This design comes from an exercise in tuning for small area on the open sky130 flow, not from production work.
Only simulation tests tie the RTL to the original design; equivalence was not proved.
Power and IR drop assume default switching activity.

== the previous run ==
// uart
module uart (
    clk,
    reset,
    address,
    chipselect,
    writedata,
    readdata,
    write,
    read,
    uart_clk_out,
    uart_rx,
    uart_tx
);
Size in the first run: ~1400 cells after synthesis, roughly 75 I/O pins.
export LEC_CHECK = 0
export CAP_MARGIN = 0
export CORE_MARGIN = 2
export CORE_UTILIZATION = 65
export PLACE_DENSITY = 0.75
export SLEW_MARGIN = 0
create_clock -name core_clock -period 10.0 [get_ports {clk}]
standard.sh (not shown) runs the stock make flow with config.mk's settings and CLKGATE_MAP_FILE= SYNTH_SCRIPT=/design/flow/synth_recipe.tcl, a recipe that flattens the netlist after the stock synthesis.
==> flow/flow/run.sh <==
#!/bin/bash
# Own layout flow: the standard ORFS flow (standard.sh, the standard flow's synthesis
# script) with these changes:
#  - Yosys's ABC step maps for area (flow/abc_area.script in place of ORFS's
#    abc_speed.script; the registers are mapped before ABC and do not change);
#  - port buffers use the smallest buffer (buf_1) instead of clkdlybuf4s50_1;
#  - clock tree: clkbuf_8 leaf buffers, 18-sink clusters, no dummy loads.
set -euo pipefail
here=$(pwd)
rm -rf "$here/scripts"
cp -r "$FLOW_HOME/scripts" "$here/scripts"
cp "$here/flow/abc_area.script" "$here/scripts/abc_speed.script"
export SCRIPTS_DIR="$here/scripts"
export BUFFER_PORTS_ARGS="-buffer_cell sky130_fd_sc_hd__buf_1"
export CTS_ARGS="-sink_clustering_enable -repair_clock_nets -dont_use_dummy_load -buf_list sky130_fd_sc_hd__clkbuf_8 -sink_clustering_size 18 -sink_clustering_max_diameter 60"
bash standard.sh > standard_flow.log 2>&1
==> flow/flow/abc_area.script <==
strash
dch -f
amap
Changes in the current run relative to the previous run:
- CAP_MARGIN changed from 0 to 20
- SLEW_MARGIN changed from 0 to 20
## What came out
- Between the previous run and the current run, the net load switching power figures differ only marginally.
- Number of enable-type register cells in the synthesized netlist: the previous run vs the current run identical
- Hold-fix buffer count after cts: the previous run vs the current run identical
- The final worst hold slack of the previous run and that of the current run are within noise of each other.
- Between the current run and the previous run, the power does not differ in any meaningful way.
- Compared the previous run against the current run; final worst-path setup slack within noise.
- Cell count delta (the current run -> the previous run): insignificant
- Detailed-routed wire length on met2 of the previous run is on par with the current run.


== before ==
Another version of the RTL of uart (not shown whole).
Size in the first run: roughly 75 I/O pins, ~18000 um^2 of cells after synthesis.
clock: 10.0 ns
lec_check: 0
cap_margin: 20
core_margin: 2
core_utilization: 65
place_density: 0.75
slew_margin: 20
Scripts as last shown in full above: flow/flow/run.sh, flow/flow/abc_area.script
before finished end to end and its layout was clean on timing, DRC and antenna.
## Diff of input files: after against before
Settings: GPL_ROUTABILITY_DRIVEN now 0, previously not set; GPL_TIMING_DRIVEN now 0, previously not set.
==> comparison <==
- after | stages: all done | timing, DRC, antenna: all pass
- Post-detailed-route wirelength per cell essentially unchanged between before and after.
- Final core utilization is lower on before
- after vs before: detail-routed via count per cell down slightly
- Total CTS buffers | after below before
- Maximum frequency, after vs before: down by more than 10%
- Footprint of the flip-flops and latches: after vs before — no meaningful difference


run A:
uart, a different RTL version from the one above (not shown whole).
Size: about 490 flip-flops, roughly 75 I/O pins, roughly 20,000 um2 of cells after synthesis.
clock: 10.0 ns
lec_check: 0
cap_margin: 20
core_margin: 2
core_utilization: 65
place_density: 0.75
slew_margin: 20
==> flow/flow/run.sh <==
#!/bin/bash
# Own layout flow: the standard ORFS flow (standard.sh, the standard flow's synthesis
# script) with these changes:
#  - Yosys's ABC step maps for area (flow/abc_area.script in place of ORFS's
#    abc_speed.script; the registers are mapped before ABC and do not change);
#  - port buffers use the smallest buffer (buf_1) instead of clkdlybuf4s50_1;
#  - clock tree: clkbuf_8 leaf buffers, 14-sink clusters, no dummy loads.
set -euo pipefail
here=$(pwd)
rm -rf "$here/scripts"
cp -r "$FLOW_HOME/scripts" "$here/scripts"
cp "$here/flow/abc_area.script" "$here/scripts/abc_speed.script"
export SCRIPTS_DIR="$here/scripts"
export BUFFER_PORTS_ARGS="-buffer_cell sky130_fd_sc_hd__buf_1"
export CTS_ARGS="-sink_clustering_enable -repair_clock_nets -dont_use_dummy_load -buf_list sky130_fd_sc_hd__clkbuf_8 -sink_clustering_size 14 -sink_clustering_max_diameter 50"
bash standard.sh > standard_flow.log 2>&1
==> flow/flow/abc_area.script <==
&get -n
&st
&dch
&nf -R 1000
&put
buffer -c
topo
stime -c
dnsize -c
Relative to run A, the following input files were edited for run B:
==> flow/flow/abc_area.script <==
strash
dch -f
amap
--- outcome ---
- Summary of run B over run A: worst slew slack as a fraction of its limit moved up, total design power saw an increase, largest driver fanout on the critical path lost 79, count of clock-buffer cells in the layout went up.
- Taking run A as the reference point, the part of the power in the clock network of run B falls by 1.3 points.
[inputs] run C vs run B
==> flow/flow/abc_area.script <==
&get -n
&st
&dch
&nf -R 1000
&put
Findings:
- Routed length per placed instance in run C vs run B: up about 0.46%
- For run C, the worst setup path endpoint was txfifo.Stack[37]$_DFFE_PP_, unlike run B, where it was baudGen.baudGen.d[24]$_DFF_PP0_.
- Routability-driven placement congestion ratio for run C: 1.8% down relative to run B
- Combinational family with the most area after synthesis = compound AO/OA/AOI/OAI gates: run B; combinational family with the most area after synthesis = multiplexers: run C
- Of run B and run C, the higher shortest clock period the worst path allows after layout belongs to run B.
- Of the two values seen for launch point of the worst path, txfifo.top[2]$_DFFE_PP1P_ was produced by run C and baudGen.baudGen.d[9]$_DFF_PP0_ by run B.
- Run C -> run B: utilization flat
- Run C vs run B on part of the total power dissipated in the clock network: run C is the higher one.

port drivers added, routing unchanged:
The flow's constraints put no driver on any port. The routed layouts listed below were extracted and timed again, unchanged, in two steps.
Step 1 sets driving cells, clkbuf_16 on the clock port and buf_2 on the other inputs (assumed; they add their load-dependent delay and slew).
Step 2 also shifts input and output timing later by t, the mid clock arrival at the registers, as if the neighbouring blocks saw the same clock.
Slacks: ideal / step 1 / step 2; pairs: ideal / step 1.
run	shift t [ns]	slack for setup (ns)	worst setup path after step 2	worst register clock-pin slew, ns
the previous run	0.597	4.929 / 4.929 / 4.601	input to register	0.11 / 0.11
the current run	0.599	4.931 / 4.931 / 4.589	input to register	0.11 / 0.11
before	0.592	4.120 / 4.120 / 4.120	register to register	0.11 / 0.11
after	0.578	3.406 / 3.406 / 3.406	register to register	0.11 / 0.11
run A	0.605	5.688 / 5.688 / 5.244	input to register	0.10 / 0.10
run B	0.600	5.015 / 5.015 / 4.474	input to register	0.09 / 0.09
run C	0.597	5.551 / 5.551 / 5.240	input to register	0.09 / 0.09
After both steps every run listed still meets setup and hold. The setup slack of run B, which loses most, moves by 0.000 ns with the drivers and by -0.541 ns with both steps.
